This is an optimization exercise on Yosys and OpenROAD, whose aim is small area, a short achievable clock period and few clock cycles, not a production implementation.
No run shown here included a check of the RTL's function; only the layout flow was run.

==> flow/design.v, too long to show whole: its modules and the start of the top module <==
// module fxp_smul: 12 lines
// module cordic: 1254 lines
// module cordic_add_s10: 47 lines
// module cordic_add_s11: 45 lines
// module cordic_add_s12: 45 lines
// module cordic_add_s13: 41 lines
// module cordic_add_s14: 39 lines
// module cordic_add_s4: 69 lines
// module cordic_add_s5: 63 lines
// module cordic_add_s6: 59 lines
// module cordic_add_s7: 55 lines
// module cordic_add_s8: 53 lines
// module cordic_add_s9: 49 lines
module cordic(i_clk, i_rst, i_en, o_vld, o_cosine, o_sine, i_theta);
  // ...
==> flow/flow/run.sh <==
#!/bin/bash
# The standard layout (standard.sh), with timing repair aiming for extra setup slack.
set -euo pipefail
export SETUP_SLACK_MARGIN=6.6
bash standard.sh > standard.log 2>&1
==> flow/standard.sh <==
#!/bin/bash
# synth_recipe.tcl (not shown) runs the flow's synth.tcl, then flattens the netlist and writes it again
# the make line also repeats each setting of config.mk as NAME=value (left out here)
make -C /OpenROAD-flow-scripts/flow DESIGN_CONFIG=/design/flow/config.mk WORK_HOME=/design/flow/orfs CLKGATE_MAP_FILE= SYNTH_SCRIPT=/design/flow/synth_recipe.tcl "${@:-finish}"
==> flow/config.mk <==
export PLATFORM = sky130hd
export DESIGN_NAME = cordic
export DESIGN_NICKNAME = cordic
export VERILOG_FILES = /design/flow/design.v
export SDC_FILE = /design/flow/constraint.sdc
export NUM_CORES = 4
export LEC_CHECK = 0
export CAP_MARGIN = 20
export CORE_MARGIN = 2
export CORE_UTILIZATION = 40
export CTS_BUF_LIST = sky130_fd_sc_hd__clkbuf_16
export CTS_CLUSTER_DIAMETER = 100
export CTS_CLUSTER_SIZE = 25
export SLEW_MARGIN = 20
export SYNTH_HIERARCHICAL = 1
export SYNTH_MEMORY_MAX_BITS = 16384
==> flow/constraint.sdc <==
create_clock -name core_clock -period 10.0 [get_ports {i_clk}]
set_input_delay 2.0000 -clock core_clock [delete_from_list [all_inputs] [get_ports {i_clk}]]
set_output_delay 2.0000 -clock core_clock [all_outputs]
set_load 0.01 [all_outputs]
==> out/metrics.yaml, run 1 <==
layout:
  antenna_cells: 1
  n_all_buffers: 142
  syn_to_final_growth_pct: 7.52
  multi_input_area_sq_um: 50700
  mostFrequentLayoutCells: "dfxtp_1 (1342), xor2_1 (694), ha_1 (587)"
worst_setup_path:
  start_kind: "flop"
  worstSetupPathType: "reg2out"
  worstPathRequired_ns: 8.00
  critPathTopFamily: "flip-flops"
  crit_path_end_kind: "output port"
  cpPeakStageDelay_ns: 0.36
  critPathBufInv: 2
synth:
  synthTopCellsByCount: "dfxtp_1 (1372), xor2_1 (694), ha_1 (589)"
  synth_top_area_share: 0.339
  yosysSeqAreaShare: 0.339
  synthCells: 8537
  synthAdderAreaFrac: 0.139
  synthFlopType: "dfxtp_1"
sta:
  tightest_slew_ns: 1.01
clock_network:
  insertion_delay_ns: 0.73
  hold_buffers: 0
  cts_resized: 135
routing:
  dr_wl_met2_mm: 91.6
  via_count: 59500
  drt_pass1_iterations: 5
hold_path:
  hp-start: "n29_q23"
floorplan:
  num_rows: 165
grt:
  grt-busiest-layer: "met2"
  grt_util_all_layers: 0.174
outcome:
  status: "finished clean"
==> run 2: changes to the inputs <==
==> flow/flow/run.sh (replaced) <==
#!/bin/bash
# The standard layout (standard.sh), with timing repair aiming for extra setup slack.
set -euo pipefail
export SETUP_SLACK_MARGIN=6.8
bash standard.sh > standard.log 2>&1
==> out/metrics.yaml, run 2 <==
sta:
  period_share: 0.335  # was 0.334
  layout_setup_ws_ns: 6.65  # was 6.66 ns
  setup_viol: 0  # unchanged
  tns_ns: 0  # unchanged
  maxSlewHeadroom: 0.340  # was 0.327
  drv_slew: 0  # unchanged
  rsz0062_at_grt: "yes"  # unchanged
  tightest_slew_ns: 0.986  # was 1.01 ns
  max_freq_mhz: 299  # about the same
  skew_ns: 0.0576  # was 0.0565 ns
  hold_violations: 0  # unchanged
  fin_crit_ns: 3.35  # was 3.34 ns
layout:
  top_regs: "vld (30), bx_q29 (24), by_q29 (24)"  # unchanged
  largest_register_ffs: 30  # unchanged
  layout_commonest_cell: "dfxtp_1"  # unchanged
  nNetsFinal: 9407  # was 9334
  final_layout_size_suffix_gt1_frac: 0.105  # was 0.0789
  mostFrequentLayoutCells: "dfxtp_1 (1296), xor2_1 (690), ha_1 (573)"  # was dfxtp_1 (1342), xor2_1 (694), ha_1 (587)
  max_flop_register: "vld"  # unchanged
  antenna_cells: 0  # was 1
  syn_to_final_growth_pct: 9.05  # was 7.52%
synth:
  yosysSeqAreaShare: 0.339  # unchanged
  synth-xor-area-share: 0.144  # unchanged
  synth_top_area_share: 0.339  # unchanged
  synthMuxAreaShare: 0.0315  # unchanged
  async_reset_ff_frac: 0  # unchanged
  ys_types: 130  # unchanged
  synthTopCellsByCount: "dfxtp_1 (1372), xor2_1 (694), ha_1 (589)"  # unchanged
  synth_edf_count: 0  # unchanged
  yosysTopAreaCell: "dfxtp_1"  # unchanged
  syn_area_per_cell_sq_um: 9.49  # unchanged
  synth_area_sq_um: 81000  # unchanged
  synth-warning-count: 35  # unchanged
  yosys.area_share.simple: 0.145  # unchanged
  synth_top_family_by_area: "compound AO/OA/AOI/OAI gates"  # unchanged
  yosysMostFrequentCell: "dfxtp_1"  # unchanged
  netlist_top_cells_area: "dfxtp_1 (34%), ha_1 (9.1%), xor2_1 (7.5%)"  # unchanged
  synth-compound-area-share: 0.160  # unchanged
  synth-seq-cells: 1372  # unchanged
  synthFlopType: "dfxtp_1"  # unchanged
  synthCells: 8537  # unchanged
  synthAdderAreaFrac: 0.139  # unchanged
routing:
  via_count: 59900  # was 59500
  wl_mm: 185  # was 183 mm
  drt_pass1_iterations: 6  # was 5
  drtAntennaViolNets: 0  # unchanged
  wl_per_cell_um: 16.4  # was 16.3 um
  dr.first_iter.drc_count: 3116  # was 3281
  route.detailed.drc: 0  # unchanged
  routed_via_density: 5.30  # about the same
floorplan:
  core_area_sq_um: 202000  # unchanged
  num_rows: 165  # unchanged
  die_area_sq_um: 206000  # unchanged
  initial_utilization: 0.402  # unchanged
  io_pins: 76  # unchanged
  die_y_um: 454  # unchanged
  dieWidth_um: 454  # unchanged
grt:
  grt_util_all_layers: 0.174  # about the same
  antenna_found_initial: 1  # was 2
  grt_max_degree: 65  # unchanged
  grt_pass1_wl_mm: 299  # was 298 mm
  grt_overflow: 0  # unchanged
  grt_pass1_vias: 58000  # was 57700
worst_setup_path:
  crit_path_end_kind: "output port"  # unchanged
  worstPathRequired_ns: 8.00  # about the same
  r2r-end: "x23_q21[14]"  # was x23_q21[18]
  r2r_slack_ns: 6.78  # was 6.70 ns
  setup.worst_path.end: "o_cosine[23]"  # was o_cosine[21]
  start_kind: "flop"  # unchanged
  r2r-start: "n22_q20"  # unchanged
  crit_fanout: 6  # unchanged
  worstSetupStartpoint: "qx_q30[32]"  # unchanged
  worstSetupPathType: "reg2out"  # unchanged
  crit_arrival_ns: 1.35  # was 1.34 ns
  reg2regPathDepth: 12  # unchanged
job:
  maxCapViolations: 0  # unchanged
clock_network:
  max-clock-path-buffers: 3  # unchanged
  htreeDepth: 3  # unchanged
  hold_buffers: 0  # unchanged
  cts_buffers: 74  # unchanged
  tritoncts: "yes"  # unchanged
  clk_pin_slew_ns: 0.09  # about the same
  clock_sinks: 1372  # unchanged
  insertion_delay_ns: 0.73  # about the same
  root_buffer: "clkbuf_16"  # unchanged
hold_path:
  hold_class: "reg2reg"  # unchanged
placement:
  dp_slack_ns: 5.97  # unchanged
  place.gp.congestion: 0.908  # unchanged
  dp.final_hpwl_mm: 144  # unchanged
  io_buffers: 75  # unchanged
outcome:
  status: "finished clean"  # unchanged
[run 2: cell counts after synthesis]
Identical to the previous run, type by type.
[run 2: metal layers]
metal  GRT usage  share of wire  vias to the layer above  wire length (um)
li1            -              -                    30100                 -
met1       0.211           0.44                    28500             80500
met2       0.318           0.50                      994             92700
met3      0.0182          0.027                      283              4950
met4      0.0598          0.036                        0              6740
met5           0              0                        -                 0
[run 2: cell families (layout without fill, tap and decap cells)]
| family | Yosys count | in the layout |
|---|---|---|
| compound gates | 1858 | 1858 |
| xor+xnor | 1292 | 1292 |
| fa+ha+maj | 783 | 783 |
| buf+inv | 774 | 849 |
| flops | 1372 | 1372 |
| mux | 217 | 217 |
| other cells | 1 | 20 |
| simple gates | 2240 | 2240 |
[run 2: worst min-delay path by stage]
stage / from / endpoint / slack (ns) / cells past startpoint
6_report: n29_q23 / n29_q24 / 0.31 / 0
5_1_grt: phi5_q6[5] / phi5_q7[5] / 0.31 / 0
4_1_cts: phi5_q6[5] / phi5_q7[5] / 0.31 / 0
3_5_place_dp: phi6_q8[11] / phi6_q9[11] / 0.31 / 0
3_3_place_gp: n13_q10 / n13_q11 / 0.31 / 0
2_1_floorplan: n0_q2 / n0_q3 / 0.31 / 0
[run 2: repair_timing]
action,in CTS,in global routing
gates resized for setup,340,196
gates cloned,0,1
buffers inserted,42,81
setup endpoints to repair,271,278
pin swaps,18,64
[run 2: modules after synthesis, one instance, submodules excluded, a selection]
module          cells  area [sq um]
cordic_add_s7     141          1030
cordic_add_s6     109           831
cordic_add_s12     94           737
cordic_add_s9     100           835
cordic           3997         44800
cordic_add_s11     87           736
cordic_add_s10     94           826
cordic_add_s8      99           801
[run 2: worst max-delay path: stages (launching register included)]
cell     delay, ns
dfxtp_4       0.39
buf_6         0.12
buf_6         0.11
[run 2: layout make-up]
| class | instances | area [sq um] |
|---|---|---|
| Timing Repair inverter | 1 | 5.00 |
| Clock inverter | 33 | 418 |
| Tap cell | 2672 | 3340 |
| Fill cell | 19300 | 113000 |
| Clock buffer | 77 | 1930 |
| Sequential cell | 1372 | 27600 |
| Timing Repair Buffer | 214 | 1820 |
| Inverter | 524 | 2030 |
| Multi-Input combinational cell | 6410 | 51200 |
[run 2: through the flow]
step	utilization	area (sq um)	std cells	hold WS, ns
floorplan	-	81100	8556	0.310
global placement	0.416	83900	11100	0.310
detailed placement	0.416	83900	11100	0.312
CTS	0.431	86900	11200	0.314
global route	0.438	88400	11300	0.310
finish	0.438	88400	11300	0.313

separate check: timing with driven ports:
No port has a modelled driver above. Below, the same layouts with a new extraction and two added sets of constraints.
Step 1 assumes that a clkbuf_16 drives the clock port and a buf_2 every other input.
Step 2 moves the port delays by t, midway between the first and last clock arrival at a register: inputs arrive t later, outputs are due t later. That takes back most of the time a late clock gives input paths.
Three values: ideal ports, drivers, drivers and shift; two values: the first two.
run	t, ns	setup WS [ns]	slew at the worst register clock pin (ns)	cell pins on the clock port's net
run 1	0.786	6.661 / 6.576 / 6.617	0.10 / 0.10	1
run 2	0.788	6.653 / 6.567 / 6.613	0.10 / 0.10	1
After both steps every run listed still meets setup and hold. For run 1, which loses most, drivers alone change the setup slack by -0.085 ns; drivers and shift together by -0.044 ns.
